What follows belongs to an exercise in optimizing a design on an open flow for small area and a short achievable clock period; a production flow would make more cautious choices. No run shown here included a check of the RTL's function; only the layout flow was run. Power and IR drop assume default switching activity.

## flow/design.v (module list and top-level ports; edited modules follow where they fit)
// module mod3_1: 2445 lines
module mod3_1(
  input clk,
  input reset_n,
  input signed [22:0] a,
  input signed [22:0] b,
  input signed [16:0] c,
  output signed [39:0] y
);
  // ...
==> flow/flow/run.sh <==
#!/bin/bash
# Layout flow: the standard layout (standard.sh) with two changes:
#  1. synthesis runs Yosys's synth with -noabc, so the generic "abc -fast" pass does not
#     restructure the design's adder cells before extract_fa; everything else in the
#     synthesis script (synth_recipe.tcl and ORFS synth.tcl) is unchanged.
#  2. the port buffers that place inserts are sky130_fd_sc_hd__buf_1 (buffer_ports
#     -buffer_cell) instead of the cell buffer_ports picks by default.
set -euo pipefail
work=$PWD
sed 's/synth -nofsm -noshare {\*}\$args/synth -nofsm -noshare -noabc {*}$args/' \
  synth_recipe.tcl > flow_synth.tcl
grep -q -- '-noabc' flow_synth.tcl
bash standard.sh "SYNTH_SCRIPT=$work/flow_synth.tcl" \
  "BUFFER_PORTS_ARGS=-buffer_cell ${PORT_BUF:-sky130_fd_sc_hd__buf_1}" finish \
  > flow_make.log 2>&1
==> flow/standard.sh <==
#!/bin/bash
# synth_recipe.tcl (not shown) runs the flow's synth.tcl, then flattens the netlist and writes it again
# the make line also repeats each setting of config.mk as NAME=value (left out here)
make -C /OpenROAD-flow-scripts/flow DESIGN_CONFIG=/design/flow/config.mk WORK_HOME=/design/flow/orfs CLKGATE_MAP_FILE= SYNTH_SCRIPT=/design/flow/synth_recipe.tcl "${@:-finish}"
==> flow/config.mk <==
export PLATFORM = sky130hd
export DESIGN_NAME = mod3_1
export DESIGN_NICKNAME = mod3_1
export VERILOG_FILES = /design/flow/design.v
export SDC_FILE = /design/flow/constraint.sdc
export NUM_CORES = 4
export LEC_CHECK = 0
export ABC_AREA = 1
export CAP_MARGIN = 20
export CORE_MARGIN = 2
export CORE_UTILIZATION = 65
export CTS_BUF_LIST = sky130_fd_sc_hd__clkbuf_8
export SLEW_MARGIN = 70
==> flow/constraint.sdc <==
create_clock -name core_clock -period 7.0 [get_ports {clk}]
set_input_delay 1.4000 -clock core_clock [delete_from_list [all_inputs] [get_ports {clk}]]
set_output_delay 1.4000 -clock core_clock [all_outputs]
set_load 0.01 [all_outputs]
==> run_results.csv, run 1 <==
group,metric,value,unit
status,status,"complete, no violations",
die,die_w,152.8,um
sta,worst_pin_slew,443.0,ps
logic_synthesis,synth-xor-area-share,15.04,%
logic_synthesis,ys_seq_elements,146,
final_layout,multi_input_comb_area,10340,um2
final_layout,seqAreaFraction,19.71,%
final_layout,final-nonclk-buf-share,3.469,%
final_layout,layout_common_cells,"xor2_1 (230), nand2_1 (195), o22ai_1 (184)",
routing,wl_per_cell,17.75,um
sta,final-setup-viol-count,0,
clock_tree,clkTransAtPathRegs,110,ps
pwr,comb_power_share,72.1,%
pwr,p_clk,0.672,mW
setup_path,rr_endpoint,"ylo[11]",
sta,slew_violations,0,
logic_synthesis,async_reset_ff_share,0,%
routing,top_layer_used,"met4",
routing,ant_nets,0,
logic_synthesis,netlist_area,14380,um2
logic_synthesis,post-synth-top-count-cell,"xor2_1",
pwr,power.switching,4.089,mW
place,numPortBuffers,104,
place,place_congestion,0.9280,
logic_synthesis,netlist_instances,1633,
clock_tree,post_cts_resized,0,
final_layout,final_common_cell,"xor2_1",
logic_synthesis,synth_compound_area_share,11.57,%
final_layout,instances_no_fill,1941,
clock_tree,cts-hold-fix-buffers,0,
grt,use_met1,41.83,%
final_layout,drive_gt1_share,7.887,%
logic_synthesis,synth_top_area_share,24.64,%
final_layout,clock_area_share,2.708,%
final_layout,ff_latch_area,3014,um2
logic_synthesis,netlist_top_cells_area,"fa_1 (25%), dfxtp_1 (20%), xor2_1 (14%)",
setup_path,required,5600,ps
final_layout,n_all_buffers,117,
pwr,peakVddDrop,0.2905,mV
grt,grt_util_met3,5.006,%
setup_path,worstPathMaxFanout,6,
==> inputs of run 2 (changes only) <==
--- a/flow/config.mk
+++ b/flow/config.mk
@@ -10,4 +10,5 @@
 export CORE_MARGIN = 2
 export CORE_UTILIZATION = 65
 export CTS_BUF_LIST = sky130_fd_sc_hd__clkbuf_8
+export SETUP_SLACK_MARGIN = 3.4
 export SLEW_MARGIN = 70
==> run 2 against run 1 <==
- still clean
- clock skew grew 2.4 ps
- sequential power rose by 6%
- count of clock-buffer cells in the layout is the same
- critical path type unchanged
- highest routed layer unchanged
==> run_results.csv, run 2 <==
group,metric,value,unit
clock_tree,numCtsBuffers,17,
setup_path,crit_path_end_kind,"output port",
setup_path,worstPathMaxFanout,4,
grt,antenna_found_initial,0,
pwr,pwr-share-clk,7.4,%
die,die-area,23330,um2
sta,final-setup-viol-count,0,
clock_tree,cts_tree,"done",
logic_synthesis,post-synth-top-count-cell,"xor2_1",
setup_path,cpPeakStageDelay,340,ps
min_path,worstHoldStart,"d1n[22]",
final_layout,num-fill-cells,1637,
final_layout,drive_gt1_share,16.72,%
logic_synthesis,netlist_top_cells_area,"fa_1 (25%), dfxtp_1 (20%), xor2_1 (14%)",
setup_path,required,5600,ps
grt,grt_pass1_vias,11224,
clock_tree,insertion_delay,470,ps
logic_synthesis,synthTopCellsByCount,"xor2_1 (232), nand2_1 (195), o22ai_1 (184)",
sta,whs,322.1,ps
logic_synthesis,synthesis.nets,1974,
final_layout,antenna_cells,0,
final_layout,instances_no_fill,1955,
routing,wl_per_cell,18.33,um
final_layout,post-route-util,74.21,%
logic_synthesis,ys_seq_elements,146,
logic_synthesis,ys.flop_type,"dfxtp_1",
sta,period_minus_slack,3587,ps
routing,vias,11367,
sta,fin_setup_tns,0,ps
clock_tree,cts_sinks,146,
grt,grt_pass1_wl,57.30,mm
setup_path,crit_slowest_cell,"dfxtp_2",
place,hpwl,25.93,mm
clock_tree,root_buffer,"clkbuf_8",
final_layout,reg_top3,"h0 (28), h1 (28)",
die,core,21760,um2
die,io_pins,105,
sta,final-hold-violation-count,0,
pwr,power_density,557.8,nW/um2
die,placementRows,54,
clock_tree,cts-hold-fix-buffers,0,
pwr,comb_power_share,74.0,%
clock_tree,clkTransAtPathRegs,110,ps
sta,relSlewSlack,70.41,%
sta,fin_worst_skew,24.94,ps
logic_synthesis,synth_edf_count,0,
pwr,p_int,4.475,mW
logic_synthesis,async_reset_ff_share,0,%
final_layout,final_common_cell,"xor2_1",
clock_tree,clock_path_buffers,2,
logic_synthesis,yosys.area.top_type,"fa_1",
die,dieHeight,152.8,um
grt,grt_use_total,30.51,%
routing,route.detailed.drc,0,
logic_synthesis,ys_seq_area_share,20.32,%
setup_path,worstReg2RegStart,"d2n[21]",
pwr,peakVddDrop,0.2905,mV
setup_path,arrival,2190,ps
setup_path,critical_path_class,"reg2out",
routing,dr.pass1.iters,5,
place,place_congestion,0.9280,
setup_path,cp-start-kind,"register",
pwr,finalPower,9.004,mW
sta,fmax,0.2788,GHz
setup_path,crit_chain,"ha_4, nand2_2, inv_1, nand2_1, nand2_1, nor2_1, nand2_1, nand3_4, nand2_2, nand3_1, nand2_1, nor2_1, clkbuf_2",
clock_tree,cts_max_level,4,
pwr,power.switching,4.530,mW
grt,grt_max_degree,27,
setup_path,startpoint,"h1[8]",
final_layout,layout_common_cells,"xor2_1 (230), o22ai_1 (184), fa_1 (177)",
routing,initialDrtViolationCount,1034,
logic_synthesis,synthDistinctLibCells,41,
pwr,power.leakage,7.265,nW
setup_path,critPathTopFamily,"simple AND/OR/NAND/NOR gates",
die,die_w,152.8,um
routing,ant_nets,0,
grt,grt-ovfl-total,0,
status,status,"complete, no violations",
logic_synthesis,synth_top_area_share,24.64,%
routing,wirelength,35.84,mm
min_path,hold_class,"reg2reg",
sta,slew_violations,0,
pwr,seqPwrFrac,18.6,%
logic_synthesis,syn_avg_cell_area,8.807,um2
job,maxCapViolCount,0,
sta,worst_pin_slew,443.8,ps
final_layout,fin_nets,2003,
final_layout,area_growth,12.25,%
sta,fin_crit_sh,51.24,%
sta,grt_setup_unrepaired,"yes",
logic_synthesis,netlist_area,14380,um2
place,dp.cells,1909,
setup_path,crit_buf_inv,2,
logic_synthesis,netlist_instances,1633,
setup_path,cpMostUsedCell,"nand2_1",
pwr,sw_frac_of_total,50.30,%
logic_synthesis,yosys_warnings,1,
routing,viasPerCell,5.814,
place,numPortBuffers,104,
die,start_util,66.11,%
[run 2: cell counts after synthesis]
No cell type changed its count.
[run 2: worst paths after layout]
kind / endpoint / slack (ps) / cells past startpoint
worst min-delay path: d2n[22] / 320 / 0
worst min register to register: d2n[22] / 320 / 0
worst max-delay path: y[38] / 3410 / 13
worst max register to register: h1[12] / 3660 / 7
[run 2: area by class of cell]
cell class                      count  area [um2]  share of cell area [%]
Clock buffer                       17       234.0                   1.449
Clock inverter                     15       180.2                   1.116
Inverter                          173       651.9                   4.038
Multi-Input combinational cell   1193       11010                   68.17
Sequential cell                   146        3058                   18.94
Tap cell                          280       350.3                   2.170
Timing Repair Buffer              131       664.4                   4.115
[run 2: metrics by stage]
step	area (um2)	setup slack (ps)
final	16140	3413
after CTS	15590	3388
after global placement	14720	3284
after global routing	16140	3292
after floorplan	14380	3562
after detailed placement	14840	3207
[run 2: logic make-up (layout without fill, tap and decap cells)]
family	after synthesis	after routing	synth area share, %
buf+inv	294	336	7.916
xor+xnor	247	247	15.04
mux	1	1	0.07829
compound gates	276	276	11.57
simple gates	393	393	11.82
fa+ha+maj	276	276	33.25
flops	146	146	20.32
[run 2: repair_timing]
action | 4_1_cts | 5_1_grt
pin swaps | 6 | 48
endpoints found under the setup margin | 18 | 20
setup buffers | 0 | 14
gates resized for setup | 55 | 126
[run 2: routing by layer]
metal	vias up	GRT usage [%]	share of wire [%]
li1	5332	-	-
met1	5436	42.41	44
met2	527	48.90	46
met3	72	5.034	7.7
met4	0	10.49	2.6
met5	-	0	0
[run 2: power groups by stage]
stage / Clock (mW) / Combinational [mW] / Sequential [mW]
2_1_floorplan: 0 / 4.48 / 1.34
3_3_place_gp: 0 / 5.58 / 1.57
3_5_place_dp: 0 / 5.81 / 1.59
4_1_cts: 0.684 / 6.07 / 1.62
5_1_grt: 0.723 / 7.54 / 1.70
6_report: 0.670 / 6.66 / 1.67

[what the ideal ports hide]
The results above use ideal ports. As a check the final layouts listed here were re-extracted and re-timed, cells and wires unchanged.
Step 1 (the two cells are an assumption about what drives the block):
set clk [get_ports {clk}]
set_driving_cell -lib_cell sky130_fd_sc_hd__clkbuf_16 $clk
set_driving_cell -lib_cell sky130_fd_sc_hd__buf_2 [delete_from_list [all_inputs] $clk]
Step 2, shift: input delay + t, output delay - t, t = (earliest + latest rising clock arrival at the registers) / 2. This alone moves slack from input paths to output paths.
Slacks: no drivers / after step 1 / after step 2; pairs: no drivers / after step 1.
run	t, ns	setup WS [ns]	clock arrival spread, ns	worst slew at a driven data input, ns
run 1	0.514	3.195 / 3.149 / 3.264	0.024 / 0.024	0.07
run 2	0.502	3.413 / 3.367 / 3.265	0.026 / 0.026	0.07
After both steps setup and hold are still met in every run listed. The setup slack of run 2, which loses most, moves by -0.046 ns with the drivers and by -0.148 ns with both steps.
